This is an optimization exercise on Yosys and OpenROAD, whose aim is small area, a short achievable clock period and few clock cycles per item, not a production implementation.
No run shown here included a check of the RTL's function; only the layout flow was run.
Power is estimated from default activity; no workload was simulated.

--- config.mk ---
export PLATFORM = sky130hd
export DESIGN_NAME = el2_exu_div_ctl
export DESIGN_NICKNAME = el2_exu_div_ctl
export VERILOG_FILES = /design/flow/design.v
export SDC_FILE = /design/flow/constraint.sdc
export NUM_CORES = 8
export LEC_CHECK = 0
export CAP_MARGIN = 40
export CORE_MARGIN = 2
export CORE_UTILIZATION = 40
export SETUP_SLACK_MARGIN = 5
export SLEW_MARGIN = 40
export SYNTH_HIERARCHICAL = 1
export SYNTH_MINIMUM_KEEP_SIZE = 0
--- constraint.sdc ---
create_clock -name core_clock -period 12.0 [get_ports {clk}]
set_input_delay 2.4000 -clock core_clock [delete_from_list [all_inputs] [get_ports {clk}]]
set_output_delay 2.4000 -clock core_clock [all_outputs]
set_load 0.01 [all_outputs]
--- design.v ---
module el2_exu_div_ctl
  (
   input logic           clk,                        
   input logic           rst_l,                      
   input logic           dp_valid,                   
   input logic           dp_unsign,                  
   input logic           dp_rem,                     
   input logic  [31:0]   dividend,                   
   input logic  [31:0]   divisor,                    
   input logic           cancel,                     
   output logic          finish_dly,                 
   output logic [31:0]   out                         
  );
   logic        sv_ff;                  
   logic        it_ff;                  
   logic        fin_ff;                 
   logic [3:0]  cnt_ff;                 
   logic        busy, last;
   logic [31:0] r_ff;                   
   logic [31:0] q_ff;                   
   logic [32:0] b_ff;                   
   logic        rem_ff, neg_ff;         
   assign busy = sv_ff | it_ff;
   assign last = it_ff & (cnt_ff == 4'd0);
   wire  sa = ~dp_unsign & dividend[31];
   wire  sb = ~dp_unsign & divisor[31];
   wire  bz = (divisor == 32'b0);
   wire [31:0] abs_a, abs_b;
   div_cneg_in u_nega (.s(sa), .x(dividend), .y(abs_a));
   div_cneg_in u_negb (.s(sb), .x(divisor),  .y(abs_b));
   wire        q1, d1_co, q2, d2_co;
   wire [31:0] r1, d2;
   div_step34 u_s1 (.en(it_ff), .x({2'b0, r_ff}), .b({1'b0, b_ff}), .q(q1), .co(d1_co), .y(r1));
   div_step33 u_s2 (.en(it_ff), .x({1'b0, r1}), .b({1'b0, b_ff[32:1]}), .q(q2), .co(d2_co), .y(d2));
   wire [31:0] r2_n = busy ? r1 : abs_a;
   wire [31:0] r_next = q2 ? d2 : r2_n;
   wire early = ~d1_co;
   wire [5:0] clza, clzb;
   div_clz32 u_clza (.x(r_ff), .n(clza));
   div_clz32 u_clzb (.x(b_ff[31:0]), .n(clzb));
   wire [5:0]  sdiff = clzb - clza;                     
   wire        bzero = clzb[5];
   wire [3:0]  m     = (bzero | ~sv_ff) ? 4'hf : sdiff[4:1];
   wire [32:0] b_rot;
   div_rot33 u_rot (.b(b_ff), .m(m), .y(b_rot));
   always_ff @(posedge clk or negedge rst_l) begin
      if (!rst_l) begin
         sv_ff  <= 1'b0;
         it_ff  <= 1'b0;
         fin_ff <= 1'b0;
      end
      else begin
         sv_ff  <= dp_valid & ~cancel;
         it_ff  <= ~cancel & ((sv_ff & ~early) | (it_ff & (cnt_ff != 4'd0)));
         fin_ff <= ~cancel & last;
      end
   end
   always_ff @(posedge clk) begin
      cnt_ff <= sv_ff ? m : cnt_ff - 4'd1;
      r_ff   <= r_next;
      q_ff   <= it_ff ? ((last & rem_ff) ? r_next : {q_ff[29:0], q1, q2}) :
                sv_ff ? 32'b0 : (abs_a & {32{dp_rem}});
      b_ff   <= busy ? b_rot : {1'b0, abs_b};
      if (!busy) begin
         rem_ff <= dp_rem;
         neg_ff <= dp_rem ? sa : (sa ^ sb) & ~bz;
      end
   end
   wire [31:0] ans;
   div_cneg_out u_nego (.s(neg_ff), .x(q_ff), .y(ans));
   assign out        = ans;
   assign finish_dly = ~cancel & (fin_ff | (sv_ff & early));
endmodule  
module div_cneg_in (input logic s, input logic [31:0] x, output logic [31:0] y);
   wire yy_po_l0_1 = x[1] | x[0];
   wire yy_po_l0_3 = x[3] | x[2];
   wire yy_po_l0_5 = x[5] | x[4];
   wire yy_po_l0_7 = x[7] | x[6];
   wire yy_po_l0_9 = x[9] | x[8];
   wire yy_po_l0_11 = x[11] | x[10];
   wire yy_po_l0_13 = x[13] | x[12];
   wire yy_po_l0_15 = x[15] | x[14];
   wire yy_po_l0_17 = x[17] | x[16];
   wire yy_po_l0_19 = x[19] | x[18];
   wire yy_po_l0_21 = x[21] | x[20];
   wire yy_po_l0_23 = x[23] | x[22];
   wire yy_po_l0_25 = x[25] | x[24];
   wire yy_po_l0_27 = x[27] | x[26];
   wire yy_po_l0_29 = x[29] | x[28];
   wire yy_po_l1_2 = x[2] | yy_po_l0_1;
   wire yy_po_l1_3 = yy_po_l0_3 | yy_po_l0_1;
   wire yy_po_l1_6 = x[6] | yy_po_l0_5;
   wire yy_po_l1_7 = yy_po_l0_7 | yy_po_l0_5;
   wire yy_po_l1_10 = x[10] | yy_po_l0_9;
   wire yy_po_l1_11 = yy_po_l0_11 | yy_po_l0_9;
   wire yy_po_l1_14 = x[14] | yy_po_l0_13;
   wire yy_po_l1_15 = yy_po_l0_15 | yy_po_l0_13;
   wire yy_po_l1_18 = x[18] | yy_po_l0_17;
   wire yy_po_l1_19 = yy_po_l0_19 | yy_po_l0_17;
   wire yy_po_l1_22 = x[22] | yy_po_l0_21;
   wire yy_po_l1_23 = yy_po_l0_23 | yy_po_l0_21;
   wire yy_po_l1_26 = x[26] | yy_po_l0_25;
   wire yy_po_l1_27 = yy_po_l0_27 | yy_po_l0_25;
   wire yy_po_l1_30 = x[30] | yy_po_l0_29;
   wire yy_po_l2_4 = x[4] | yy_po_l1_3;
   wire yy_po_l2_5 = yy_po_l0_5 | yy_po_l1_3;
   wire yy_po_l2_6 = yy_po_l1_6 | yy_po_l1_3;
   wire yy_po_l2_7 = yy_po_l1_7 | yy_po_l1_3;
   wire yy_po_l2_12 = x[12] | yy_po_l1_11;
   wire yy_po_l2_13 = yy_po_l0_13 | yy_po_l1_11;
   wire yy_po_l2_14 = yy_po_l1_14 | yy_po_l1_11;
   wire yy_po_l2_15 = yy_po_l1_15 | yy_po_l1_11;
   wire yy_po_l2_20 = x[20] | yy_po_l1_19;
   wire yy_po_l2_21 = yy_po_l0_21 | yy_po_l1_19;
   wire yy_po_l2_22 = yy_po_l1_22 | yy_po_l1_19;
   wire yy_po_l2_23 = yy_po_l1_23 | yy_po_l1_19;
   wire yy_po_l2_28 = x[28] | yy_po_l1_27;
   wire yy_po_l2_29 = yy_po_l0_29 | yy_po_l1_27;
   wire yy_po_l2_30 = yy_po_l1_30 | yy_po_l1_27;
   wire yy_po_l3_8 = x[8] | yy_po_l2_7;
   wire yy_po_l3_9 = yy_po_l0_9 | yy_po_l2_7;
   wire yy_po_l3_10 = yy_po_l1_10 | yy_po_l2_7;
   wire yy_po_l3_11 = yy_po_l1_11 | yy_po_l2_7;
   wire yy_po_l3_12 = yy_po_l2_12 | yy_po_l2_7;
   wire yy_po_l3_13 = yy_po_l2_13 | yy_po_l2_7;
   wire yy_po_l3_14 = yy_po_l2_14 | yy_po_l2_7;
   wire yy_po_l3_15 = yy_po_l2_15 | yy_po_l2_7;
   wire yy_po_l3_24 = x[24] | yy_po_l2_23;
   wire yy_po_l3_25 = yy_po_l0_25 | yy_po_l2_23;
   wire yy_po_l3_26 = yy_po_l1_26 | yy_po_l2_23;
   wire yy_po_l3_27 = yy_po_l1_27 | yy_po_l2_23;
   wire yy_po_l3_28 = yy_po_l2_28 | yy_po_l2_23;
   wire yy_po_l3_29 = yy_po_l2_29 | yy_po_l2_23;
   wire yy_po_l3_30 = yy_po_l2_30 | yy_po_l2_23;
   wire yy_po_l4_16 = x[16] | yy_po_l3_15;
   wire yy_po_l4_17 = yy_po_l0_17 | yy_po_l3_15;
   wire yy_po_l4_18 = yy_po_l1_18 | yy_po_l3_15;
   wire yy_po_l4_19 = yy_po_l1_19 | yy_po_l3_15;
   wire yy_po_l4_20 = yy_po_l2_20 | yy_po_l3_15;
   wire yy_po_l4_21 = yy_po_l2_21 | yy_po_l3_15;
   wire yy_po_l4_22 = yy_po_l2_22 | yy_po_l3_15;
   wire yy_po_l4_23 = yy_po_l2_23 | yy_po_l3_15;
   wire yy_po_l4_24 = yy_po_l3_24 | yy_po_l3_15;
   wire yy_po_l4_25 = yy_po_l3_25 | yy_po_l3_15;
   wire yy_po_l4_26 = yy_po_l3_26 | yy_po_l3_15;
   wire yy_po_l4_27 = yy_po_l3_27 | yy_po_l3_15;
   wire yy_po_l4_28 = yy_po_l3_28 | yy_po_l3_15;
   wire yy_po_l4_29 = yy_po_l3_29 | yy_po_l3_15;
   wire yy_po_l4_30 = yy_po_l3_30 | yy_po_l3_15;
   wire [30:0] yy_po;
   assign yy_po[0] = x[0];
   assign yy_po[1] = yy_po_l0_1;
   assign yy_po[2] = yy_po_l1_2;
   assign yy_po[3] = yy_po_l1_3;
   assign yy_po[4] = yy_po_l2_4;
   assign yy_po[5] = yy_po_l2_5;
   assign yy_po[6] = yy_po_l2_6;
   assign yy_po[7] = yy_po_l2_7;
   assign yy_po[8] = yy_po_l3_8;
   assign yy_po[9] = yy_po_l3_9;
   assign yy_po[10] = yy_po_l3_10;
   assign yy_po[11] = yy_po_l3_11;
   assign yy_po[12] = yy_po_l3_12;
   assign yy_po[13] = yy_po_l3_13;
   assign yy_po[14] = yy_po_l3_14;
   assign yy_po[15] = yy_po_l3_15;
   assign yy_po[16] = yy_po_l4_16;
   assign yy_po[17] = yy_po_l4_17;
   assign yy_po[18] = yy_po_l4_18;
   assign yy_po[19] = yy_po_l4_19;
   assign yy_po[20] = yy_po_l4_20;
   assign yy_po[21] = yy_po_l4_21;
   assign yy_po[22] = yy_po_l4_22;
   assign yy_po[23] = yy_po_l4_23;
   assign yy_po[24] = yy_po_l4_24;
   assign yy_po[25] = yy_po_l4_25;
   assign yy_po[26] = yy_po_l4_26;
   assign yy_po[27] = yy_po_l4_27;
   assign yy_po[28] = yy_po_l4_28;
   assign yy_po[29] = yy_po_l4_29;
   assign yy_po[30] = yy_po_l4_30;
   wire [31:0] yy;
   assign yy[0] = x[0];
   assign yy[31:1] = x[31:1] ^ ({31{s}} & yy_po);
   assign y = yy;
endmodule
module div_cneg_out (input logic s, input logic [31:0] x, output logic [31:0] y);
   wire yy_po_l0_1 = x[1] | x[0];
   wire yy_po_l0_3 = x[3] | x[2];
   wire yy_po_l0_5 = x[5] | x[4];
   wire yy_po_l0_7 = x[7] | x[6];
   wire yy_po_l0_9 = x[9] | x[8];
   wire yy_po_l0_11 = x[11] | x[10];
   wire yy_po_l0_13 = x[13] | x[12];
   wire yy_po_l0_15 = x[15] | x[14];
   wire yy_po_l0_17 = x[17] | x[16];
   wire yy_po_l0_19 = x[19] | x[18];
   wire yy_po_l0_21 = x[21] | x[20];
   wire yy_po_l0_23 = x[23] | x[22];
   wire yy_po_l0_25 = x[25] | x[24];
   wire yy_po_l0_27 = x[27] | x[26];
   wire yy_po_l0_29 = x[29] | x[28];
   wire yy_po_l1_3 = yy_po_l0_3 | yy_po_l0_1;
   wire yy_po_l1_7 = yy_po_l0_7 | yy_po_l0_5;
   wire yy_po_l1_11 = yy_po_l0_11 | yy_po_l0_9;
   wire yy_po_l1_15 = yy_po_l0_15 | yy_po_l0_13;
   wire yy_po_l1_19 = yy_po_l0_19 | yy_po_l0_17;
   wire yy_po_l1_23 = yy_po_l0_23 | yy_po_l0_21;
   wire yy_po_l1_27 = yy_po_l0_27 | yy_po_l0_25;
   wire yy_po_l2_7 = yy_po_l1_7 | yy_po_l1_3;
   wire yy_po_l2_15 = yy_po_l1_15 | yy_po_l1_11;
   wire yy_po_l2_23 = yy_po_l1_23 | yy_po_l1_19;
   wire yy_po_l3_15 = yy_po_l2_15 | yy_po_l2_7;
   wire yy_po_l5_23 = yy_po_l2_23 | yy_po_l3_15;
   wire yy_po_l6_11 = yy_po_l1_11 | yy_po_l2_7;
   wire yy_po_l6_19 = yy_po_l1_19 | yy_po_l3_15;
   wire yy_po_l6_27 = yy_po_l1_27 | yy_po_l5_23;
   wire yy_po_l7_5 = yy_po_l0_5 | yy_po_l1_3;
   wire yy_po_l7_9 = yy_po_l0_9 | yy_po_l2_7;
   wire yy_po_l7_13 = yy_po_l0_13 | yy_po_l6_11;
   wire yy_po_l7_17 = yy_po_l0_17 | yy_po_l3_15;
   wire yy_po_l7_21 = yy_po_l0_21 | yy_po_l6_19;
   wire yy_po_l7_25 = yy_po_l0_25 | yy_po_l5_23;
   wire yy_po_l7_29 = yy_po_l0_29 | yy_po_l6_27;
   wire yy_po_l8_2 = x[2] | yy_po_l0_1;
   wire yy_po_l8_4 = x[4] | yy_po_l1_3;
   wire yy_po_l8_6 = x[6] | yy_po_l7_5;
   wire yy_po_l8_8 = x[8] | yy_po_l2_7;
   wire yy_po_l8_10 = x[10] | yy_po_l7_9;
   wire yy_po_l8_12 = x[12] | yy_po_l6_11;
   wire yy_po_l8_14 = x[14] | yy_po_l7_13;
   wire yy_po_l8_16 = x[16] | yy_po_l3_15;
   wire yy_po_l8_18 = x[18] | yy_po_l7_17;
   wire yy_po_l8_20 = x[20] | yy_po_l6_19;
   wire yy_po_l8_22 = x[22] | yy_po_l7_21;
   wire yy_po_l8_24 = x[24] | yy_po_l5_23;
   wire yy_po_l8_26 = x[26] | yy_po_l7_25;
   wire yy_po_l8_28 = x[28] | yy_po_l6_27;
   wire yy_po_l8_30 = x[30] | yy_po_l7_29;
   wire [30:0] yy_po;
   assign yy_po[0] = x[0];
   assign yy_po[1] = yy_po_l0_1;
   assign yy_po[2] = yy_po_l8_2;
   assign yy_po[3] = yy_po_l1_3;
   assign yy_po[4] = yy_po_l8_4;
   assign yy_po[5] = yy_po_l7_5;
   assign yy_po[6] = yy_po_l8_6;
   assign yy_po[7] = yy_po_l2_7;
   assign yy_po[8] = yy_po_l8_8;
   assign yy_po[9] = yy_po_l7_9;
   assign yy_po[10] = yy_po_l8_10;
   assign yy_po[11] = yy_po_l6_11;
   assign yy_po[12] = yy_po_l8_12;
   assign yy_po[13] = yy_po_l7_13;
   assign yy_po[14] = yy_po_l8_14;
   assign yy_po[15] = yy_po_l3_15;
   assign yy_po[16] = yy_po_l8_16;
   assign yy_po[17] = yy_po_l7_17;
   assign yy_po[18] = yy_po_l8_18;
   assign yy_po[19] = yy_po_l6_19;
   assign yy_po[20] = yy_po_l8_20;
   assign yy_po[21] = yy_po_l7_21;
   assign yy_po[22] = yy_po_l8_22;
   assign yy_po[23] = yy_po_l5_23;
   assign yy_po[24] = yy_po_l8_24;
   assign yy_po[25] = yy_po_l7_25;
   assign yy_po[26] = yy_po_l8_26;
   assign yy_po[27] = yy_po_l6_27;
   assign yy_po[28] = yy_po_l8_28;
   assign yy_po[29] = yy_po_l7_29;
   assign yy_po[30] = yy_po_l8_30;
   wire [31:0] yy;
   assign yy[0] = x[0];
   assign yy[31:1] = x[31:1] ^ ({31{s}} & yy_po);
   assign y = yy;
endmodule
module div_step34 (input logic en, input logic [33:0] x, input logic [33:0] b, output logic q, output logic co, output logic [31:0] y);
   wire [33:0] d_p0 = x ^ ~b;
   wire [33:0] d_g0 = x & ~b;
   wire d_g1_1 = d_g0[1] | (d_p0[1] & (d_g0[0] | d_p0[0]));
   wire d_g1_3 = d_g0[3] | (d_p0[3] & d_g0[2]);
   wire d_p1_3 = d_p0[3] & d_p0[2];
   wire d_g1_5 = d_g0[5] | (d_p0[5] & d_g0[4]);
   wire d_p1_5 = d_p0[5] & d_p0[4];
   wire d_g1_7 = d_g0[7] | (d_p0[7] & d_g0[6]);
   wire d_p1_7 = d_p0[7] & d_p0[6];
   wire d_g1_9 = d_g0[9] | (d_p0[9] & d_g0[8]);
   wire d_p1_9 = d_p0[9] & d_p0[8];
   wire d_g1_11 = d_g0[11] | (d_p0[11] & d_g0[10]);
   wire d_p1_11 = d_p0[11] & d_p0[10];
   wire d_g1_13 = d_g0[13] | (d_p0[13] & d_g0[12]);
   wire d_p1_13 = d_p0[13] & d_p0[12];
   wire d_g1_15 = d_g0[15] | (d_p0[15] & d_g0[14]);
   wire d_p1_15 = d_p0[15] & d_p0[14];
   wire d_g1_17 = d_g0[17] | (d_p0[17] & d_g0[16]);
   wire d_p1_17 = d_p0[17] & d_p0[16];
   wire d_g1_19 = d_g0[19] | (d_p0[19] & d_g0[18]);
   wire d_p1_19 = d_p0[19] & d_p0[18];
   wire d_g1_21 = d_g0[21] | (d_p0[21] & d_g0[20]);
   wire d_p1_21 = d_p0[21] & d_p0[20];
   wire d_g1_23 = d_g0[23] | (d_p0[23] & d_g0[22]);
   wire d_p1_23 = d_p0[23] & d_p0[22];
   wire d_g1_25 = d_g0[25] | (d_p0[25] & d_g0[24]);
   wire d_p1_25 = d_p0[25] & d_p0[24];
   wire d_g1_27 = d_g0[27] | (d_p0[27] & d_g0[26]);
   wire d_p1_27 = d_p0[27] & d_p0[26];
   wire d_g1_29 = d_g0[29] | (d_p0[29] & d_g0[28]);
   wire d_p1_29 = d_p0[29] & d_p0[28];
   wire d_g1_31 = d_g0[31] | (d_p0[31] & d_g0[30]);
   wire d_p1_31 = d_p0[31] & d_p0[30];
   wire d_g1_33 = d_g0[33] | (d_p0[33] & d_g0[32]);
   wire d_p1_33 = d_p0[33] & d_p0[32];
   wire d_g2_3 = d_g1_3 | (d_p1_3 & d_g1_1);
   wire d_g2_7 = d_g1_7 | (d_p1_7 & d_g1_5);
   wire d_p2_7 = d_p1_7 & d_p1_5;
   wire d_g2_11 = d_g1_11 | (d_p1_11 & d_g1_9);
   wire d_p2_11 = d_p1_11 & d_p1_9;
   wire d_g2_15 = d_g1_15 | (d_p1_15 & d_g1_13);
   wire d_p2_15 = d_p1_15 & d_p1_13;
   wire d_g2_19 = d_g1_19 | (d_p1_19 & d_g1_17);
   wire d_p2_19 = d_p1_19 & d_p1_17;
   wire d_g2_23 = d_g1_23 | (d_p1_23 & d_g1_21);
   wire d_p2_23 = d_p1_23 & d_p1_21;
   wire d_g2_27 = d_g1_27 | (d_p1_27 & d_g1_25);
   wire d_p2_27 = d_p1_27 & d_p1_25;
   wire d_g2_31 = d_g1_31 | (d_p1_31 & d_g1_29);
   wire d_p2_31 = d_p1_31 & d_p1_29;
   wire d_g3_7 = d_g2_7 | (d_p2_7 & d_g2_3);
   wire d_g3_15 = d_g2_15 | (d_p2_15 & d_g2_11);
   wire d_p3_15 = d_p2_15 & d_p2_11;
   wire d_g3_23 = d_g2_23 | (d_p2_23 & d_g2_19);
   wire d_p3_23 = d_p2_23 & d_p2_19;
   wire d_g3_31 = d_g2_31 | (d_p2_31 & d_g2_27);
   wire d_p3_31 = d_p2_31 & d_p2_27;
   wire d_g4_15 = d_g3_15 | (d_p3_15 & d_g3_7);
   wire d_g4_31 = d_g3_31 | (d_p3_31 & d_g3_23);
   wire d_p4_31 = d_p3_31 & d_p3_23;
   wire d_g5_31 = d_g4_31 | (d_p4_31 & d_g4_15);
   wire d_g7_23 = d_g3_23 | (d_p3_23 & d_g4_15);
   wire d_g8_11 = d_g2_11 | (d_p2_11 & d_g3_7);
   wire d_g8_19 = d_g2_19 | (d_p2_19 & d_g4_15);
   wire d_g8_27 = d_g2_27 | (d_p2_27 & d_g7_23);
   wire d_g9_5 = d_g1_5 | (d_p1_5 & d_g2_3);
   wire d_g9_9 = d_g1_9 | (d_p1_9 & d_g3_7);
   wire d_g9_13 = d_g1_13 | (d_p1_13 & d_g8_11);
   wire d_g9_17 = d_g1_17 | (d_p1_17 & d_g4_15);
   wire d_g9_21 = d_g1_21 | (d_p1_21 & d_g8_19);
   wire d_g9_25 = d_g1_25 | (d_p1_25 & d_g7_23);
   wire d_g9_29 = d_g1_29 | (d_p1_29 & d_g8_27);
   wire d_g9_33 = d_g1_33 | (d_p1_33 & d_g5_31);
   wire d_g10_2 = d_g0[2] | (d_p0[2] & d_g1_1);
   wire d_g10_4 = d_g0[4] | (d_p0[4] & d_g2_3);
   wire d_g10_6 = d_g0[6] | (d_p0[6] & d_g9_5);
   wire d_g10_8 = d_g0[8] | (d_p0[8] & d_g3_7);
   wire d_g10_10 = d_g0[10] | (d_p0[10] & d_g9_9);
   wire d_g10_12 = d_g0[12] | (d_p0[12] & d_g8_11);
   wire d_g10_14 = d_g0[14] | (d_p0[14] & d_g9_13);
   wire d_g10_16 = d_g0[16] | (d_p0[16] & d_g4_15);
   wire d_g10_18 = d_g0[18] | (d_p0[18] & d_g9_17);
   wire d_g10_20 = d_g0[20] | (d_p0[20] & d_g8_19);
   wire d_g10_22 = d_g0[22] | (d_p0[22] & d_g9_21);
   wire d_g10_24 = d_g0[24] | (d_p0[24] & d_g7_23);
   wire d_g10_26 = d_g0[26] | (d_p0[26] & d_g9_25);
   wire d_g10_28 = d_g0[28] | (d_p0[28] & d_g8_27);
   wire d_g10_30 = d_g0[30] | (d_p0[30] & d_g9_29);
   wire d_g10_32 = d_g0[32] | (d_p0[32] & d_g5_31);
   wire [33:0] d_c = {d_g9_33, d_g10_32, d_g5_31, d_g10_30, d_g9_29, d_g10_28, d_g8_27, d_g10_26, d_g9_25, d_g10_24, d_g7_23, d_g10_22, d_g9_21, d_g10_20, d_g8_19, d_g10_18, d_g9_17, d_g10_16, d_g4_15, d_g10_14, d_g9_13, d_g10_12, d_g8_11, d_g10_10, d_g9_9, d_g10_8, d_g3_7, d_g10_6, d_g9_5, d_g10_4, d_g2_3, d_g10_2, d_g1_1, (d_g0[0] | d_p0[0])};
   wire [33:0] d = d_p0 ^ {d_c[32:0], 1'b1};
   wire d_co = d_c[33];
   assign co = d_co;
   assign q  = en & d_co;
   assign y  = q ? d[31:0] : x[31:0];
endmodule
module div_step33 (input logic en, input logic [32:0] x, input logic [32:0] b, output logic q, output logic co, output logic [31:0] y);
   wire [32:0] d_p0 = x ^ ~b;
   wire [32:0] d_g0 = x & ~b;
   wire d_g1_1 = d_g0[1] | (d_p0[1] & (d_g0[0] | d_p0[0]));
   wire d_g1_3 = d_g0[3] | (d_p0[3] & d_g0[2]);
   wire d_p1_3 = d_p0[3] & d_p0[2];
   wire d_g1_5 = d_g0[5] | (d_p0[5] & d_g0[4]);
   wire d_p1_5 = d_p0[5] & d_p0[4];
   wire d_g1_7 = d_g0[7] | (d_p0[7] & d_g0[6]);
   wire d_p1_7 = d_p0[7] & d_p0[6];
   wire d_g1_9 = d_g0[9] | (d_p0[9] & d_g0[8]);
   wire d_p1_9 = d_p0[9] & d_p0[8];
   wire d_g1_11 = d_g0[11] | (d_p0[11] & d_g0[10]);
   wire d_p1_11 = d_p0[11] & d_p0[10];
   wire d_g1_13 = d_g0[13] | (d_p0[13] & d_g0[12]);
   wire d_p1_13 = d_p0[13] & d_p0[12];
   wire d_g1_15 = d_g0[15] | (d_p0[15] & d_g0[14]);
   wire d_p1_15 = d_p0[15] & d_p0[14];
   wire d_g1_17 = d_g0[17] | (d_p0[17] & d_g0[16]);
   wire d_p1_17 = d_p0[17] & d_p0[16];
   wire d_g1_19 = d_g0[19] | (d_p0[19] & d_g0[18]);
   wire d_p1_19 = d_p0[19] & d_p0[18];
   wire d_g1_21 = d_g0[21] | (d_p0[21] & d_g0[20]);
   wire d_p1_21 = d_p0[21] & d_p0[20];
   wire d_g1_23 = d_g0[23] | (d_p0[23] & d_g0[22]);
   wire d_p1_23 = d_p0[23] & d_p0[22];
   wire d_g1_25 = d_g0[25] | (d_p0[25] & d_g0[24]);
   wire d_p1_25 = d_p0[25] & d_p0[24];
   wire d_g1_27 = d_g0[27] | (d_p0[27] & d_g0[26]);
   wire d_p1_27 = d_p0[27] & d_p0[26];
   wire d_g1_29 = d_g0[29] | (d_p0[29] & d_g0[28]);
   wire d_p1_29 = d_p0[29] & d_p0[28];
   wire d_g1_31 = d_g0[31] | (d_p0[31] & d_g0[30]);
   wire d_p1_31 = d_p0[31] & d_p0[30];
   wire d_g2_3 = d_g1_3 | (d_p1_3 & d_g1_1);
   wire d_g2_7 = d_g1_7 | (d_p1_7 & d_g1_5);
   wire d_p2_7 = d_p1_7 & d_p1_5;
   wire d_g2_11 = d_g1_11 | (d_p1_11 & d_g1_9);
   wire d_p2_11 = d_p1_11 & d_p1_9;
   wire d_g2_15 = d_g1_15 | (d_p1_15 & d_g1_13);
   wire d_p2_15 = d_p1_15 & d_p1_13;
   wire d_g2_19 = d_g1_19 | (d_p1_19 & d_g1_17);
   wire d_p2_19 = d_p1_19 & d_p1_17;
   wire d_g2_23 = d_g1_23 | (d_p1_23 & d_g1_21);
   wire d_p2_23 = d_p1_23 & d_p1_21;
   wire d_g2_27 = d_g1_27 | (d_p1_27 & d_g1_25);
   wire d_p2_27 = d_p1_27 & d_p1_25;
   wire d_g2_31 = d_g1_31 | (d_p1_31 & d_g1_29);
   wire d_p2_31 = d_p1_31 & d_p1_29;
   wire d_g3_7 = d_g2_7 | (d_p2_7 & d_g2_3);
   wire d_g3_15 = d_g2_15 | (d_p2_15 & d_g2_11);
   wire d_p3_15 = d_p2_15 & d_p2_11;
   wire d_g3_23 = d_g2_23 | (d_p2_23 & d_g2_19);
   wire d_p3_23 = d_p2_23 & d_p2_19;
   wire d_g3_31 = d_g2_31 | (d_p2_31 & d_g2_27);
   wire d_p3_31 = d_p2_31 & d_p2_27;
   wire d_g4_15 = d_g3_15 | (d_p3_15 & d_g3_7);
   wire d_g4_31 = d_g3_31 | (d_p3_31 & d_g3_23);
   wire d_p4_31 = d_p3_31 & d_p3_23;
   wire d_g5_31 = d_g4_31 | (d_p4_31 & d_g4_15);
   wire d_g7_23 = d_g3_23 | (d_p3_23 & d_g4_15);
   wire d_g8_11 = d_g2_11 | (d_p2_11 & d_g3_7);
   wire d_g8_19 = d_g2_19 | (d_p2_19 & d_g4_15);
   wire d_g8_27 = d_g2_27 | (d_p2_27 & d_g7_23);
   wire d_g9_5 = d_g1_5 | (d_p1_5 & d_g2_3);
   wire d_g9_9 = d_g1_9 | (d_p1_9 & d_g3_7);
   wire d_g9_13 = d_g1_13 | (d_p1_13 & d_g8_11);
   wire d_g9_17 = d_g1_17 | (d_p1_17 & d_g4_15);
   wire d_g9_21 = d_g1_21 | (d_p1_21 & d_g8_19);
   wire d_g9_25 = d_g1_25 | (d_p1_25 & d_g7_23);
   wire d_g9_29 = d_g1_29 | (d_p1_29 & d_g8_27);
   wire d_g10_2 = d_g0[2] | (d_p0[2] & d_g1_1);
   wire d_g10_4 = d_g0[4] | (d_p0[4] & d_g2_3);
   wire d_g10_6 = d_g0[6] | (d_p0[6] & d_g9_5);
   wire d_g10_8 = d_g0[8] | (d_p0[8] & d_g3_7);
   wire d_g10_10 = d_g0[10] | (d_p0[10] & d_g9_9);
   wire d_g10_12 = d_g0[12] | (d_p0[12] & d_g8_11);
   wire d_g10_14 = d_g0[14] | (d_p0[14] & d_g9_13);
   wire d_g10_16 = d_g0[16] | (d_p0[16] & d_g4_15);
   wire d_g10_18 = d_g0[18] | (d_p0[18] & d_g9_17);
   wire d_g10_20 = d_g0[20] | (d_p0[20] & d_g8_19);
   wire d_g10_22 = d_g0[22] | (d_p0[22] & d_g9_21);
   wire d_g10_24 = d_g0[24] | (d_p0[24] & d_g7_23);
   wire d_g10_26 = d_g0[26] | (d_p0[26] & d_g9_25);
   wire d_g10_28 = d_g0[28] | (d_p0[28] & d_g8_27);
   wire d_g10_30 = d_g0[30] | (d_p0[30] & d_g9_29);
   wire d_g10_32 = d_g0[32] | (d_p0[32] & d_g5_31);
   wire [32:0] d_c = {d_g10_32, d_g5_31, d_g10_30, d_g9_29, d_g10_28, d_g8_27, d_g10_26, d_g9_25, d_g10_24, d_g7_23, d_g10_22, d_g9_21, d_g10_20, d_g8_19, d_g10_18, d_g9_17, d_g10_16, d_g4_15, d_g10_14, d_g9_13, d_g10_12, d_g8_11, d_g10_10, d_g9_9, d_g10_8, d_g3_7, d_g10_6, d_g9_5, d_g10_4, d_g2_3, d_g10_2, d_g1_1, (d_g0[0] | d_p0[0])};
   wire [32:0] d = d_p0 ^ {d_c[31:0], 1'b1};
   wire d_co = d_c[32];
   assign co = d_co;
   assign q  = en & d_co;
   assign y  = d[31:0];
endmodule
module div_clz32 (input logic [31:0] x, output logic [5:0] n);
   wire c_v0_0 = x[1] | x[0];
   wire c_z0_0 = ~x[1];
   wire c_v0_1 = x[3] | x[2];
   wire c_z0_1 = ~x[3];
   wire c_v0_2 = x[5] | x[4];
   wire c_z0_2 = ~x[5];
   wire c_v0_3 = x[7] | x[6];
   wire c_z0_3 = ~x[7];
   wire c_v0_4 = x[9] | x[8];
   wire c_z0_4 = ~x[9];
   wire c_v0_5 = x[11] | x[10];
   wire c_z0_5 = ~x[11];
   wire c_v0_6 = x[13] | x[12];
   wire c_z0_6 = ~x[13];
   wire c_v0_7 = x[15] | x[14];
   wire c_z0_7 = ~x[15];
   wire c_v0_8 = x[17] | x[16];
   wire c_z0_8 = ~x[17];
   wire c_v0_9 = x[19] | x[18];
   wire c_z0_9 = ~x[19];
   wire c_v0_10 = x[21] | x[20];
   wire c_z0_10 = ~x[21];
   wire c_v0_11 = x[23] | x[22];
   wire c_z0_11 = ~x[23];
   wire c_v0_12 = x[25] | x[24];
   wire c_z0_12 = ~x[25];
   wire c_v0_13 = x[27] | x[26];
   wire c_z0_13 = ~x[27];
   wire c_v0_14 = x[29] | x[28];
   wire c_z0_14 = ~x[29];
   wire c_v0_15 = x[31] | x[30];
   wire c_z0_15 = ~x[31];
   wire c_v1_0 = c_v0_1 | c_v0_0;
   wire c_z1_0_0 = c_v0_1 ? c_z0_1 : c_z0_0;
   wire c_v1_1 = c_v0_3 | c_v0_2;
   wire c_z1_1_0 = c_v0_3 ? c_z0_3 : c_z0_2;
   wire c_v1_2 = c_v0_5 | c_v0_4;
   wire c_z1_2_0 = c_v0_5 ? c_z0_5 : c_z0_4;
   wire c_v1_3 = c_v0_7 | c_v0_6;
   wire c_z1_3_0 = c_v0_7 ? c_z0_7 : c_z0_6;
   wire c_v1_4 = c_v0_9 | c_v0_8;
   wire c_z1_4_0 = c_v0_9 ? c_z0_9 : c_z0_8;
   wire c_v1_5 = c_v0_11 | c_v0_10;
   wire c_z1_5_0 = c_v0_11 ? c_z0_11 : c_z0_10;
   wire c_v1_6 = c_v0_13 | c_v0_12;
   wire c_z1_6_0 = c_v0_13 ? c_z0_13 : c_z0_12;
   wire c_v1_7 = c_v0_15 | c_v0_14;
   wire c_z1_7_0 = c_v0_15 ? c_z0_15 : c_z0_14;
   wire c_v2_0 = c_v1_1 | c_v1_0;
   wire c_z2_0_0 = c_v1_1 ? ~c_v0_3 : ~c_v0_1;
   wire c_z2_0_1 = c_v1_1 ? c_z1_1_0 : c_z1_0_0;
   wire c_v2_1 = c_v1_3 | c_v1_2;
   wire c_z2_1_0 = c_v1_3 ? ~c_v0_7 : ~c_v0_5;
   wire c_z2_1_1 = c_v1_3 ? c_z1_3_0 : c_z1_2_0;
   wire c_v2_2 = c_v1_5 | c_v1_4;
   wire c_z2_2_0 = c_v1_5 ? ~c_v0_11 : ~c_v0_9;
   wire c_z2_2_1 = c_v1_5 ? c_z1_5_0 : c_z1_4_0;
   wire c_v2_3 = c_v1_7 | c_v1_6;
   wire c_z2_3_0 = c_v1_7 ? ~c_v0_15 : ~c_v0_13;
   wire c_z2_3_1 = c_v1_7 ? c_z1_7_0 : c_z1_6_0;
   wire c_v3_0 = c_v2_1 | c_v2_0;
   wire c_z3_0_0 = c_v2_1 ? ~c_v1_3 : ~c_v1_1;
   wire c_z3_0_1 = c_v2_1 ? c_z2_1_0 : c_z2_0_0;
   wire c_z3_0_2 = c_v2_1 ? c_z2_1_1 : c_z2_0_1;
   wire c_v3_1 = c_v2_3 | c_v2_2;
   wire c_z3_1_0 = c_v2_3 ? ~c_v1_7 : ~c_v1_5;
   wire c_z3_1_1 = c_v2_3 ? c_z2_3_0 : c_z2_2_0;
   wire c_z3_1_2 = c_v2_3 ? c_z2_3_1 : c_z2_2_1;
   wire c_v4_0 = c_v3_1 | c_v3_0;
   wire c_z4_0_0 = c_v3_1 ? ~c_v2_3 : ~c_v2_1;
   wire c_z4_0_1 = c_v3_1 ? c_z3_1_0 : c_z3_0_0;
   wire c_z4_0_2 = c_v3_1 ? c_z3_1_1 : c_z3_0_1;
   wire c_z4_0_3 = c_v3_1 ? c_z3_1_2 : c_z3_0_2;
   wire [5:0] c = {~c_v4_0, c_v4_0 & ~c_v3_1, c_v4_0 & c_z4_0_0, c_v4_0 & c_z4_0_1, c_v4_0 & c_z4_0_2, c_v4_0 & c_z4_0_3};
   assign n = c;
endmodule
module div_rot33 (input logic [32:0] b, input logic [3:0] m, output logic [32:0] y);
   wire [32:0] b_r1  = {b[31:0], b[32]};
   wire [32:0] b_r2  = m[0] ? {b_r1[30:0], b_r1[32:31]} : b_r1;
   wire [32:0] b_r4  = m[1] ? {b_r2[28:0], b_r2[32:29]} : b_r2;
   wire [32:0] b_r8  = m[2] ? {b_r4[24:0], b_r4[32:25]} : b_r4;
   assign y          = m[3] ? {b_r8[16:0], b_r8[32:17]} : b_r8;
endmodule
--- flow/run.sh ---
#!/bin/bash
# The standard layout (standard.sh), with these changes in how the layout is made:
#  - every input and output port still gets its own buffer, but a plain buf_1
#    (OpenROAD's buffer_ports -buffer_cell) instead of the default delay buffer;
#    the resizer upsizes it where timing needs;
#  - any further ORFS variables listed in flow/extra_vars (one NAME=value per line).
# make's output goes to flow.log; ORFS keeps each step's own log under orfs/logs.
set -euo pipefail
MARGIN=${MARGIN:-6.8}
PORTBUF=${PORTBUF:-sky130_fd_sc_hd__buf_1}
EXTRA="'BUFFER_PORTS_ARGS=-buffer_cell ${PORTBUF}'"
if [[ -f flow/extra_vars ]]; then
  while read -r line; do
    [[ -z "$line" || "$line" == \#* ]] && continue
    EXTRA="$EXTRA '$line'"
  done < flow/extra_vars
fi
sed -E -e "s/SETUP_SLACK_MARGIN=[^ ]+/SETUP_SLACK_MARGIN=${MARGIN}/" \
       -e "s|CLKGATE_MAP_FILE= |CLKGATE_MAP_FILE= ${EXTRA} |" \
       standard.sh > standard_mod.sh
grep -q "BUFFER_PORTS_ARGS" standard_mod.sh
bash standard_mod.sh > flow.log 2>&1
--- flow/extra_vars ---
SKIP_INCREMENTAL_REPAIR=1
--- standard.sh ---
#!/bin/bash
# synth_recipe.tcl (not shown) runs the flow's synth.tcl, then flattens the netlist and writes it again
# the make line also repeats each setting of config.mk as NAME=value (left out here)
make -C /OpenROAD-flow-scripts/flow DESIGN_CONFIG=/design/flow/config.mk WORK_HOME=/design/flow/orfs CLKGATE_MAP_FILE= SYNTH_SCRIPT=/design/flow/synth_recipe.tcl "${@:-finish}"
==> results.txt, run 1 <==
* Design Power at 3.94 mW
* Switch Pwr at 1.92 mW
* Count of hold-fix buffers inserted at cts at 0
* Leak at 5.55 nW
* Clk slew on worst S/H paths at 0.09 ns
* DRT iter0 DRCs at 727
* Worst vdd ir at 0.103 mV
* Chip Height at 180 um
* Grt ovf at 0
* Setup crit start kind: flop
* Final #Nets at 1506
* Vias at 10.2k
* Cell count of the worst hold path at 1
* Reg2reg path depth at 21
* Final slew viol count at 0
* Synthesis-to-finish area growth at 9.60%
* Drt wl/cell at 20.3 um
* Final wirelength at 35.2 mm
* Post-CTS Setup Inserts at 6
* Final WS setup at 6.75 ns
* Comb power frac at 70.5%
* Largest net degree at the start of global routing at 66
* Clk pwr share at 7.9%
* Final clock skew at 0.0205 ns
* Die area at 32400 um^2
* Post-synthesis cell count at 1262
* Max_slew headroom at 43.5%
* Setup TNS at 0 ns
* Final Hold Fails at 0
* Drt drc at 0
* Outcome: complete, no violations
* ANT cells at 0
* Max Clock Freq at 190 MHz
* Die Width at 180 um
* Initial antenna violation count at 0
* Mapped Area at 12400 um^2
* IO Pins at 103
* Placer Congestion at 0.924
* Hpwl dp at 27.3 mm
* Layout cells sized above 1 at 24.0%
* Vias per inst at 5.86
* Worst EP arrival at 5.52 ns
* Tcrit/Tclk final at 43.8%
* Sw Share at 48.6%
* Post-CTS Resized at 81
* Worst-Skew Late Latency at 0.38 ns
* Ys Warns at 7
* Number of max-cap violations at 0
* GRT Util Overall at 21.7%
* Flop pwr share at 21.7%
* IO Port Bufs at 102
* Cell Rows at 64
* Vias in the first global route at 10.1k
* CTS H-tree lvls at 3
* Min-Delay Path Class: reg -> reg
* Final setup viols at 0
* Layout Cells excl Fill at 1735
* Initial Util at 40.6%
* Clk sink count at 106
* Clk root buf: clkbuf_16
* Max clock buf depth at 2
* Clock buffer count from CTS at 9
* Min cycle time layout at 5.25 ns
* Max Fanout on Critical Path at 45
* Int Pwr at 2.03 mW
* Post-Synthesis Mean Instance Area at 9.82 um^2
* Post-Place Cells at 1712
* First-pass GRT wire length at 56.6 mm
* Antenna-violating nets left at 0
* Measured slew at the worst slew-check pin at 0.827 ns
* Drt first pass iters at 5
* Critical path class: reg -> reg
* CTS tree: yes
* Pwr Density at 291 nW/um^2
* Post-Place Worst Slack at 5.36 ns
* Core region area at 30500 um^2
* Hold WS at 0.491 ns
* Critical Path RT at 12.26 ns
* CP Capture Type: flop
[cells in the final DEF (no fill, tap or decap), drive strengths merged, types with 3 or more instances in the layout]
master and n:
ha 69, or3 15, clkbuf 11, conb 5
a21o 16, nor3 16, nand4 14, nor2b 14
fa 33, a211oi 3, o21bai 3, a221o 32
dfrtp 3, or2 6, mux2 56, nand3 9
a31oi 10, a22oi 3, or4 14, mux4 66
xnor2 110, dfxtp 101, a21boi 5, nand2b 13
a21oi 51, mux2i 40, nand2 87, nor4 35
o41ai 20, o211ai 5, buf 117, xor2 20
nor2 39, inv 122, o21ai 90, o31ai 30
and3 36
[per-stage QoR]
step                      util [%]  area, um^2
after floorplan                  -       12400
after global placement        42.4       12900
after detailed placement      42.6       13000
after CTS                     44.5       13600
after global routing          44.5       13600
final                         44.5       13600
[cell type report]
cell class,count,area [um^2]
clock buffers,10,239
multi-input cells,980,9510
clock inverters,6,56.3
fillers,2971,16900
flip-flops and latches,106,2240
inverters,118,443
repair buffers,119,589
well taps,396,495
[power by group through the flow]
| stage | Combinational, mW | Clock, mW | Sequential [mW] |
|---|---|---|---|
| 2_1_floorplan | 2.19 | 0 | 0.669 |
| 3_3_place_gp | 2.64 | 0 | 0.833 |
| 3_5_place_dp | 2.68 | 0 | 0.830 |
| 4_1_cts | 2.77 | 0.313 | 0.847 |
| 5_1_grt | 3.10 | 0.327 | 0.874 |
| 6_report | 2.78 | 0.310 | 0.855 |
[flip-flops by register name, indices dropped and copies added (netlist names)]
register,cells
cnt_ff,4
it_ff,1
rem_ff,1
q_ff,32
neg_ff,1
fin_ff,1
sv_ff,1
r_ff,32
b_ff,33
[per-layer routing]
metal	routed length, um	global-route usage, %	share of wire (%)
met4	689	5.69	2.0
met5	0	0	0
met1	15000	26.9	43
met2	17800	38.8	51
met3	1750	3.59	5.0
[path summary, 6_finish.rpt]
| path | start | to | slack (ns) |
|---|---|---|---|
| max | b_ff[5] | q_ff[2] | 6.75 |
| min | cnt_ff[0] | cnt_ff[0] | 0.49 |
| max reg2reg | b_ff[5] | q_ff[2] | 6.75 |
| min reg2reg | cnt_ff[0] | cnt_ff[0] | 0.49 |
| max in group asynchronous | rst_l | it_ff | 10.00 |
| min in group asynchronous | rst_l | fin_ff | 1.84 |
[worst max-delay path: stages, from the launching register on]
cell and delay, ns:
dfxtp_4 0.37, inv_1 0.04, ha_1 0.34, a21oi_2 0.17
nand2_1 0.08, o211ai_1 0.38, nand3_2 0.23, a21o_1 0.23
a21o_1 0.19, fa_1 0.37, xor2_1 0.15, mux2_4 0.28
ha_1 0.33, a21oi_1 0.16, o21ai_0 0.19, a221oi_2 0.45
o211ai_2 0.14, and3_4 0.30, buf_12 0.22, nand2_1 0.12
o21ai_2 0.07, a221o_1 0.30
==> run 2, diff against run 1 <==
--- a/design.v
+++ b/design.v
@@ -88,96 +88,73 @@
    wire yy_po_l0_27 = x[27] | x[26];
    wire yy_po_l0_29 = x[29] | x[28];
-   wire yy_po_l1_2 = x[2] | yy_po_l0_1;
    wire yy_po_l1_3 = yy_po_l0_3 | yy_po_l0_1;
-   wire yy_po_l1_6 = x[6] | yy_po_l0_5;
    wire yy_po_l1_7 = yy_po_l0_7 | yy_po_l0_5;
-   wire yy_po_l1_10 = x[10] | yy_po_l0_9;
    wire yy_po_l1_11 = yy_po_l0_11 | yy_po_l0_9;
-   wire yy_po_l1_14 = x[14] | yy_po_l0_13;
    wire yy_po_l1_15 = yy_po_l0_15 | yy_po_l0_13;
-   wire yy_po_l1_18 = x[18] | yy_po_l0_17;
    wire yy_po_l1_19 = yy_po_l0_19 | yy_po_l0_17;
-   wire yy_po_l1_22 = x[22] | yy_po_l0_21;
    wire yy_po_l1_23 = yy_po_l0_23 | yy_po_l0_21;
-   wire yy_po_l1_26 = x[26] | yy_po_l0_25;
    wire yy_po_l1_27 = yy_po_l0_27 | yy_po_l0_25;
-   wire yy_po_l1_30 = x[30] | yy_po_l0_29;
-   wire yy_po_l2_4 = x[4] | yy_po_l1_3;
-   wire yy_po_l2_5 = yy_po_l0_5 | yy_po_l1_3;
-   wire yy_po_l2_6 = yy_po_l1_6 | yy_po_l1_3;
    wire yy_po_l2_7 = yy_po_l1_7 | yy_po_l1_3;
-   wire yy_po_l2_12 = x[12] | yy_po_l1_11;
-   wire yy_po_l2_13 = yy_po_l0_13 | yy_po_l1_11;
-   wire yy_po_l2_14 = yy_po_l1_14 | yy_po_l1_11;
    wire yy_po_l2_15 = yy_po_l1_15 | yy_po_l1_11;
-   wire yy_po_l2_20 = x[20] | yy_po_l1_19;
-   wire yy_po_l2_21 = yy_po_l0_21 | yy_po_l1_19;
-   wire yy_po_l2_22 = yy_po_l1_22 | yy_po_l1_19;
    wire yy_po_l2_23 = yy_po_l1_23 | yy_po_l1_19;
-   wire yy_po_l2_28 = x[28] | yy_po_l1_27;
-   wire yy_po_l2_29 = yy_po_l0_29 | yy_po_l1_27;
-   wire yy_po_l2_30 = yy_po_l1_30 | yy_po_l1_27;
-   wire yy_po_l3_8 = x[8] | yy_po_l2_7;
-   wire yy_po_l3_9 = yy_po_l0_9 | yy_po_l2_7;
-   wire yy_po_l3_10 = yy_po_l1_10 | yy_po_l2_7;
-   wire yy_po_l3_11 = yy_po_l1_11 | yy_po_l2_7;
-   wire yy_po_l3_12 = yy_po_l2_12 | yy_po_l2_7;
-   wire yy_po_l3_13 = yy_po_l2_13 | yy_po_l2_7;
-   wire yy_po_l3_14 = yy_po_l2_14 | yy_po_l2_7;
    wire yy_po_l3_15 = yy_po_l2_15 | yy_po_l2_7;
-   wire yy_po_l3_24 = x[24] | yy_po_l2_23;
-   wire yy_po_l3_25 = yy_po_l0_25 | yy_po_l2_23;
-   wire yy_po_l3_26 = yy_po_l1_26 | yy_po_l2_23;
-   wire yy_po_l3_27 = yy_po_l1_27 | yy_po_l2_23;
-   wire yy_po_l3_28 = yy_po_l2_28 | yy_po_l2_23;
-   wire yy_po_l3_29 = yy_po_l2_29 | yy_po_l2_23;
-   wire yy_po_l3_30 = yy_po_l2_30 | yy_po_l2_23;
-   wire yy_po_l4_16 = x[16] | yy_po_l3_15;
-   wire yy_po_l4_17 = yy_po_l0_17 | yy_po_l3_15;
-   wire yy_po_l4_18 = yy_po_l1_18 | yy_po_l3_15;
-   wire yy_po_l4_19 = yy_po_l1_19 | yy_po_l3_15;
-   wire yy_po_l4_20 = yy_po_l2_20 | yy_po_l3_15;
-   wire yy_po_l4_21 = yy_po_l2_21 | yy_po_l3_15;
-   wire yy_po_l4_22 = yy_po_l2_22 | yy_po_l3_15;
-   wire yy_po_l4_23 = yy_po_l2_23 | yy_po_l3_15;
-   wire yy_po_l4_24 = yy_po_l3_24 | yy_po_l3_15;
-   wire yy_po_l4_25 = yy_po_l3_25 | yy_po_l3_15;
-   wire yy_po_l4_26 = yy_po_l3_26 | yy_po_l3_15;
-   wire yy_po_l4_27 = yy_po_l3_27 | yy_po_l3_15;
-   wire yy_po_l4_28 = yy_po_l3_28 | yy_po_l3_15;
-   wire yy_po_l4_29 = yy_po_l3_29 | yy_po_l3_15;
-   wire yy_po_l4_30 = yy_po_l3_30 | yy_po_l3_15;
+   wire yy_po_l5_23 = yy_po_l2_23 | yy_po_l3_15;
+   wire yy_po_l6_11 = yy_po_l1_11 | yy_po_l2_7;
+   wire yy_po_l6_19 = yy_po_l1_19 | yy_po_l3_15;
+   wire yy_po_l6_27 = yy_po_l1_27 | yy_po_l5_23;
+   wire yy_po_l7_5 = yy_po_l0_5 | yy_po_l1_3;
+   wire yy_po_l7_9 = yy_po_l0_9 | yy_po_l2_7;
+   wire yy_po_l7_13 = yy_po_l0_13 | yy_po_l6_11;
+   wire yy_po_l7_17 = yy_po_l0_17 | yy_po_l3_15;
+   wire yy_po_l7_21 = yy_po_l0_21 | yy_po_l6_19;
+   wire yy_po_l7_25 = yy_po_l0_25 | yy_po_l5_23;
+   wire yy_po_l7_29 = yy_po_l0_29 | yy_po_l6_27;
+   wire yy_po_l8_2 = x[2] | yy_po_l0_1;
+   wire yy_po_l8_4 = x[4] | yy_po_l1_3;
+   wire yy_po_l8_6 = x[6] | yy_po_l7_5;
+   wire yy_po_l8_8 = x[8] | yy_po_l2_7;
+   wire yy_po_l8_10 = x[10] | yy_po_l7_9;
+   wire yy_po_l8_12 = x[12] | yy_po_l6_11;
+   wire yy_po_l8_14 = x[14] | yy_po_l7_13;
+   wire yy_po_l8_16 = x[16] | yy_po_l3_15;
+   wire yy_po_l8_18 = x[18] | yy_po_l7_17;
+   wire yy_po_l8_20 = x[20] | yy_po_l6_19;
+   wire yy_po_l8_22 = x[22] | yy_po_l7_21;
+   wire yy_po_l8_24 = x[24] | yy_po_l5_23;
+   wire yy_po_l8_26 = x[26] | yy_po_l7_25;
+   wire yy_po_l8_28 = x[28] | yy_po_l6_27;
+   wire yy_po_l8_30 = x[30] | yy_po_l7_29;
    wire [30:0] yy_po;
    assign yy_po[0] = x[0];
    assign yy_po[1] = yy_po_l0_1;
-   assign yy_po[2] = yy_po_l1_2;
+   assign yy_po[2] = yy_po_l8_2;
    assign yy_po[3] = yy_po_l1_3;
-   assign yy_po[4] = yy_po_l2_4;
-   assign yy_po[5] = yy_po_l2_5;
-   assign yy_po[6] = yy_po_l2_6;
+   assign yy_po[4] = yy_po_l8_4;
+   assign yy_po[5] = yy_po_l7_5;
+   assign yy_po[6] = yy_po_l8_6;
    assign yy_po[7] = yy_po_l2_7;
-   assign yy_po[8] = yy_po_l3_8;
-   assign yy_po[9] = yy_po_l3_9;
-   assign yy_po[10] = yy_po_l3_10;
-   assign yy_po[11] = yy_po_l3_11;
-   assign yy_po[12] = yy_po_l3_12;
-   assign yy_po[13] = yy_po_l3_13;
-   assign yy_po[14] = yy_po_l3_14;
+   assign yy_po[8] = yy_po_l8_8;
+   assign yy_po[9] = yy_po_l7_9;
+   assign yy_po[10] = yy_po_l8_10;
+   assign yy_po[11] = yy_po_l6_11;
+   assign yy_po[12] = yy_po_l8_12;
+   assign yy_po[13] = yy_po_l7_13;
+   assign yy_po[14] = yy_po_l8_14;
    assign yy_po[15] = yy_po_l3_15;
-   assign yy_po[16] = yy_po_l4_16;
-   assign yy_po[17] = yy_po_l4_17;
-   assign yy_po[18] = yy_po_l4_18;
-   assign yy_po[19] = yy_po_l4_19;
-   assign yy_po[20] = yy_po_l4_20;
-   assign yy_po[21] = yy_po_l4_21;
-   assign yy_po[22] = yy_po_l4_22;
-   assign yy_po[23] = yy_po_l4_23;
-   assign yy_po[24] = yy_po_l4_24;
-   assign yy_po[25] = yy_po_l4_25;
-   assign yy_po[26] = yy_po_l4_26;
-   assign yy_po[27] = yy_po_l4_27;
-   assign yy_po[28] = yy_po_l4_28;
-   assign yy_po[29] = yy_po_l4_29;
-   assign yy_po[30] = yy_po_l4_30;
+   assign yy_po[16] = yy_po_l8_16;
+   assign yy_po[17] = yy_po_l7_17;
+   assign yy_po[18] = yy_po_l8_18;
+   assign yy_po[19] = yy_po_l6_19;
+   assign yy_po[20] = yy_po_l8_20;
+   assign yy_po[21] = yy_po_l7_21;
+   assign yy_po[22] = yy_po_l8_22;
+   assign yy_po[23] = yy_po_l5_23;
+   assign yy_po[24] = yy_po_l8_24;
+   assign yy_po[25] = yy_po_l7_25;
+   assign yy_po[26] = yy_po_l8_26;
+   assign yy_po[27] = yy_po_l6_27;
+   assign yy_po[28] = yy_po_l8_28;
+   assign yy_po[29] = yy_po_l7_29;
+   assign yy_po[30] = yy_po_l8_30;
    wire [31:0] yy;
    assign yy[0] = x[0];
==> results.txt, run 2 <==
* Synthesis-to-finish area growth at 10.1%
* Tcrit/Tclk final at 43.9% (+0.15 points)
* Layout cells sized above 1 at 24.8% (+0.71 points)
* CP Launch Point: r_ff[13]
* Setup TNS at 0 ns (unchanged)
* Top reg by flops: b_ff
* Largest net degree at the start of global routing at 66 (unchanged)
* Reg2reg path depth at 22 (+4.8%)
* ANT cells at 0 (unchanged)
* Outcome: complete, no violations
* Post-CTS Setup Inserts at 13 (+7)
* First-pass GRT wire length at 58.9 mm (+4.1%)
* Biggest regs: b_ff x33, q_ff x32, r_ff x32
* Final clock skew at 0.0133 ns (-0.00714 ns)
* Worst vdd ir at 0.112 mV (+8.9%)
* Final wirelength at 37.1 mm (+5.5%)
* Max Fanout on Critical Path at 5 (-89%)
* CP Capture Type: flop
* Max clock buf depth at 2 (unchanged)
* Worst-Skew Late Latency at 0.37 ns (about the same)
* Post-CTS Resized at 73 (-9.9%)
* Final Hold Fails at 0 (unchanged)
* Design Power at 4.03 mW (+2.1%)
* Drt wl/cell at 21.3 um (+4.9%)
* Critical Path RT at 12.26 ns (about the same)
* Hold WS at 0.479 ns (-0.0114 ns)
* Clk sink count at 106 (unchanged)
* IO Pins at 103 (unchanged)
* Min cycle time layout at 5.27 ns (+0.0182 ns)
* Mapped Area at 12400 um^2 (+0.51%)
* Core region area at 30600 um^2 (+0.26%)
* Antenna-violating nets left at 0 (unchanged)
* Die area at 32600 um^2 (+0.50%)
* Post-Synthesis Mean Instance Area at 9.90 um^2 (+0.82%)
* Initial Util at 40.7% (+0.098 points)
* Worst EP arrival at 5.53 ns (about the same)
* Worst Setup EP: q_ff[27]
* Grt ovf at 0 (unchanged)
* Terminus of the critical flop-to-flop path: q_ff[27]
* Count of hold-fix buffers inserted at cts at 0 (unchanged)
* Cell Rows at 64 (unchanged)
* Initial antenna violation count at 0 (unchanged)
* Final setup viols at 0 (unchanged)
* Min-Delay Path Class: reg -> reg
* Clk root buf: clkbuf_16
* Max_slew headroom at 35.4% (-8.1 points)
* Pwr Density at 294 nW/um^2 (+1.1%)
* IO Port Bufs at 102 (unchanged)
* Chip Height at 180 um (+0.25%)
* Clock buffer count from CTS at 9 (unchanged)
* Final slew viol count at 0 (unchanged)
* Flop2flop setup slack at 6.73 ns (-0.02 ns)
* Max reg flops at 33 (unchanged)
* Vias per inst at 6.00 (+2.4%)
* Ys Warns at 7 (unchanged)
* Leak at 5.59 nW (+0.84%)
* Post-synthesis cell count at 1258 (-0.32%)
* Vias at 10.5k (+3.0%)
* CTS tree: yes
* RR Startpoint: r_ff[13]
* Final #Nets at 1516 (+0.66%)
* Drt first pass iters at 5 (unchanged)
* Number of max-cap violations at 0 (unchanged)
* GRT Util Overall at 22.8% (+1.2 points)
* Critical path class: reg -> reg
* Commonest non-fill, non-tap cell in the layout: inv_1
* Most frequent cells in the layout: inv_1 (118), xnor2_1 (110), buf_1 (101)
* Setup crit start kind: flop
* Clk slew on worst S/H paths at 0.08 ns (about the same)
* Placer Congestion at 0.887 (-4.0%)
* Vias in the first global route at 10.4k (+2.5%)
* DRT iter0 DRCs at 952 (+31%)
* CTS H-tree lvls at 3 (unchanged)
* Hpwl dp at 28.3 mm (+3.7%)
* Max Clock Freq at 190 MHz (-0.35%)
* Die Width at 180 um (+0.25%)
* Drt drc at 0 (unchanged)
* Measured slew at the worst slew-check pin at 0.945 ns (+0.118 ns)
## run 2: how the worst min path moves through the flow
stage | slack, ns | endpoint | cells past startpoint | startpoint
2_1_floorplan | 0.44 | cnt_ff[0] | 1 | cnt_ff[0]
3_3_place_gp | 0.47 | cnt_ff[0] | 1 | cnt_ff[0]
3_5_place_dp | 0.46 | cnt_ff[0] | 1 | cnt_ff[0]
4_1_cts | 0.48 | cnt_ff[0] | 1 | cnt_ff[0]
5_1_grt | 0.53 | cnt_ff[0] | 1 | cnt_ff[0]
6_report | 0.48 | cnt_ff[0] | 1 | cnt_ff[0]
## run 2: cell type report
class	count	area (um^2)
inverters	118	443
multi-input cells	980	9580
clock buffers	9	225
fillers	2936	16900
clock inverters	7	97.6
well taps	396	495
repair buffers	129	644
flip-flops and latches	106	2220
## run 2: worst max-delay path, stage by stage (launching register included)
cell,delay [ns]
dfxtp_1,0.49
ha_1,0.34
a21oi_1,0.20
nor2b_1,0.07
o21ai_1,0.28
a31oi_4,0.18
o41ai_4,0.43
buf_12,0.18
mux2i_2,0.22
inv_1,0.06
ha_1,0.19
fa_1,0.39
nand2b_4,0.18
a21oi_4,0.16
o2111ai_2,0.16
o211a_4,0.31
o21ai_4,0.21
a31oi_2,0.13
fa_1,0.40
xnor2_1,0.14
nand2_1,0.08
o21ai_2,0.06
a221o_1,0.29
## run 2: report_power, final
group	internal (mW)	total (mW)	switching, mW
logic	1.38	2.85	1.47
clock network	0.169	0.330	0.161
registers	0.511	0.845	0.334
total	2.06	4.03	1.97
## run 2: routing by layer
layer	global-route usage, %	wire [um]
met1	30.6	16100
met2	37.8	17600
met3	3.74	2510
met4	6.71	909
met5	0	0
## run 2: stage by stage
step	utilization, %	setup WS (ns)	instance area [um^2]	cells
after CTS	44.8	6.79	13700	1745
final	44.8	6.73	13700	1745
after global placement	42.6	5.91	13000	1713
after floorplan	-	6.99	12500	1262
after global routing	44.8	6.39	13700	1745
after detailed placement	42.7	5.82	13100	1715
==> run 3, diff against run 2 <==
--- a/design.v
+++ b/design.v
@@ -42,6 +42,9 @@
    wire        bzero = clzb[5];
    wire [3:0]  m     = (bzero | ~sv_ff) ? 4'hf : sdiff[4:1];
-   wire [32:0] b_rot;
-   div_rot33 u_rot (.b(b_ff), .m(m), .y(b_rot));
+   wire [32:0] b_r1  = {b_ff[31:0], b_ff[32]};
+   wire [32:0] b_r2  = m[0] ? {b_r1[30:0], b_r1[32:31]} : b_r1;
+   wire [32:0] b_r4  = m[1] ? {b_r2[28:0], b_r2[32:29]} : b_r2;
+   wire [32:0] b_r8  = m[2] ? {b_r4[24:0], b_r4[32:25]} : b_r4;
+   wire [32:0] b_rot = m[3] ? {b_r8[16:0], b_r8[32:17]} : b_r8;
    always_ff @(posedge clk or negedge rst_l) begin
       if (!rst_l) begin
@@ -520,9 +523,2 @@
    assign n = c;
 endmodule
-module div_rot33 (input logic [32:0] b, input logic [3:0] m, output logic [32:0] y);
-   wire [32:0] b_r1  = {b[31:0], b[32]};
-   wire [32:0] b_r2  = m[0] ? {b_r1[30:0], b_r1[32:31]} : b_r1;
-   wire [32:0] b_r4  = m[1] ? {b_r2[28:0], b_r2[32:29]} : b_r2;
-   wire [32:0] b_r8  = m[2] ? {b_r4[24:0], b_r4[32:25]} : b_r4;
-   assign y          = m[3] ? {b_r8[16:0], b_r8[32:17]} : b_r8;
-endmodule
==> flow/run.sh (replaced) <==
#!/bin/bash
set -euo pipefail
MARGIN=${MARGIN:-6.5}
sed -E "s/SETUP_SLACK_MARGIN=[^ ]+/SETUP_SLACK_MARGIN=${MARGIN}/" standard.sh > standard_margin.sh
bash standard_margin.sh > flow.log 2>&1
removed: flow/extra_vars
==> results.txt, run 3 <==
* Outcome: complete, no violations
* Chip Height at 184 um (+2.0%)
* Largest net degree at the start of global routing at 77 (+17%)
* Top cell by count, worst path: dlygate4sd2_1
* Clk root buf: clkbuf_16
* Final #Nets at 1818 (+20%)
* DRT iter0 DRCs at 925 (-2.8%)
* Final clock skew at 0.0199 ns (+0.00655 ns)
* CTS tree: yes
* Top reg by flops: b_ff
* Count of hold-fix buffers inserted at cts at 0 (unchanged)
* Final wirelength at 40.9 mm (+10%)
* Setup TNS at 0 ns (unchanged)
* Biggest regs: b_ff x33, q_ff x32, r_ff x32
* Leak at 6.05 nW (+8.2%)
* IO Pins at 103 (unchanged)
* Clk slew on worst S/H paths at 0.08 ns (about the same)
* Vias per inst at 5.83 (-2.8%)
* Pwr Density at 294 nW/um^2 (-0.11%)
* Placer Congestion at 0.931 (+5.0%)
* Number of max-cap violations at 0 (unchanged)
* Measured slew at the worst slew-check pin at 0.811 ns (-0.134 ns)
* First-pass GRT wire length at 63.2 mm (+7.3%)
* Final slew viol count at 0 (unchanged)
* Synthesis-to-finish area growth at 14.8%
* Cell Rows at 65 (+1.6%)
* Min-Delay Path Class: reg -> reg
* Post-synthesis cell count at 1576 (+25%)
* CP cell instances: dlygate4sd2_1 -> nor2_1 -> dlygate4sd2_1
* Drt first pass iters at 6 (+1)
* Mapped Area at 13000 um^2 (+4.2%)
* Commonest non-fill, non-tap cell in the layout: nand2_1
* Final setup viols at 0 (unchanged)
* Ys Warns at 7 (unchanged)
* Antenna-violating nets left at 0 (unchanged)
* GRT Util Overall at 23.7% (+0.84 points)
* Drt wl/cell at 19.9 um (-6.3%)
* Max clock buf depth at 2 (unchanged)
* Clk sink count at 106 (unchanged)
* IO Port Bufs at 102 (unchanged)
* Clock buffer count from CTS at 9 (unchanged)
* ANT cells at 0 (unchanged)
* Critical path class: in -> out
* Slowest cell on crit path: dlygate4sd2_1
* Post-Synthesis Mean Instance Area at 8.23 um^2 (-17%)
* Die area at 33900 um^2 (+4.1%)
* Crit path buf inv count at 2 (unchanged)
* Max reg flops at 33 (unchanged)
* Hpwl dp at 31.2 mm (+10%)
* Post-Place Worst Slack at 6.01 ns (+0.198 ns)
* Final Hold Fails at 0 (unchanged)
* Vias in the first global route at 11.5k (+11%)
* Min cycle time layout at 5.44 ns (+0.163 ns)
* Vias at 12.0k (+14%)
* Max Fanout on Critical Path at 4 (-1)
* Drt drc at 0 (unchanged)
* Initial antenna violation count at 0 (unchanged)
* CP Capture Type: output pin
* Critical Path RT at 9.60 ns (-2.66 ns)
* Setup crit start kind: primary input
* Worst path max stage delay at 0.27 ns (-0.22 ns)
* Layout cells sized above 1 at 16.8% (-7.9 points)
* Worst EP arrival at 3.04 ns (-2.49 ns)
* Max Clock Freq at 184 MHz (-3.0%)
* Family with the most delay on the worst path: buffers and inverters
* Worst vdd ir at 0.301 mV (+170%)
* Die Width at 184 um (+2.0%)
* Worst-Skew Late Latency at 0.38 ns (about the same)
* RSZ-0062 raised after global routing: true
* Grt ovf at 0 (unchanged)
* Final WS setup at 6.56 ns (-0.163 ns)
* Tcrit/Tclk final at 45.3% (+1.4 points)
* CTS H-tree lvls at 3 (unchanged)
* Most frequent cells in the layout: nand2_1 (240), inv_1 (120), xnor2_1 (109)
* Initial Util at 40.9% (+0.20 points)
* Max_slew headroom at 45.7% (+10 points)
* Core region area at 31700 um^2 (+3.7%)
## run 3: through the flow
stage                     cells  power (mW)  hold WS (ns)  utilization, %  area (um^2)
final                      2053        4.37         0.471            47.0        14900
after global routing       2053        4.75         0.501            47.0        14900
after CTS                  2030        4.24         0.472            46.1        14600
after detailed placement   2013        3.90         0.458            44.9        14300
after global placement     2011        3.83         0.456            44.8        14200
after floorplan            1580        3.09         0.431               -        13000
## run 3: final timing paths
kind	from	end	slack [ns]	cells after the start
max in group asynchronous	rst_l	fin_ff	9.67	1
min reg2reg	cnt_ff[0]	cnt_ff[0]	0.47	1
max	cancel	finish_dly	6.56	3
min in group asynchronous	rst_l	sv_ff	2.20	1
max reg2reg	b_ff[1]	q_ff[29]	6.71	24
min	cnt_ff[0]	cnt_ff[0]	0.47	1
## run 3: cell type report
cell class                 instances  area (um^2)
fill                            3095        16800
multi-input combinational       1268        10100
sequential                       106         2210
timing repair buffer             141         1350
tap                              402          503
inverter                         120          450
clock buffer                      10          250
clock inverter                     6         51.3
## run 3: metal layers
metal  routed length, um  vias to the layer above  part of all wire (%)  GRT usage [%]
met1               18800                     5622                    46           31.9
met4                1880                        0                   4.6           11.4
met2               18100                      431                    44           37.6
met3                2180                       86                   5.3           2.81
met5                   0                        -                     0              0
li1                    -                     5833                     -              -
## run 3: power breakdown
group | switching, mW | internal (mW)
combinational | 1.85 | 1.38
sequential | 0.313 | 0.502
clock | 0.165 | 0.158
## run 3: what timing repair did
action                     in CTS  in global routing
pin swaps                       2                  9
setup buffers                   1                 20
setup endpoints to repair      65                 65
gates cloned                    0                  3
resized for setup              21                 43

## re-timing with driven ports
No port has a modelled driver above. Below, the same layouts with a new extraction and two added sets of constraints. Step 1 assumes that a clkbuf_16 drives the clock port and a buf_2 every other input. Step 2 adds t to the input delays and takes it off the output delays; t is the mean of the earliest and latest rising clock arrival at the registers after step 1. Input paths then give back, and output paths get back, about the clock's delay inside the block. Slacks: ideal / step 1 / step 2; pairs: ideal / step 1.
run | t, ns | setup WS [ns] | hold slack, ns | clock arrival spread, ns
run 1 | 0.414 | 6.745 / 6.702 / 6.745 | 0.491 / 0.491 / 0.491 | 0.021 / 0.020
run 2 | 0.413 | 6.727 / 6.727 / 6.727 | 0.479 / 0.479 / 0.479 | 0.014 / 0.013
run 3 | 0.417 | 6.564 / 6.547 / 6.547 | 0.471 / 0.471 / 0.471 | 0.020 / 0.019
After both steps every run listed still meets setup and hold. The setup slack of run 3, which loses most, moves by -0.017 ns with the drivers and by -0.017 ns with both steps.
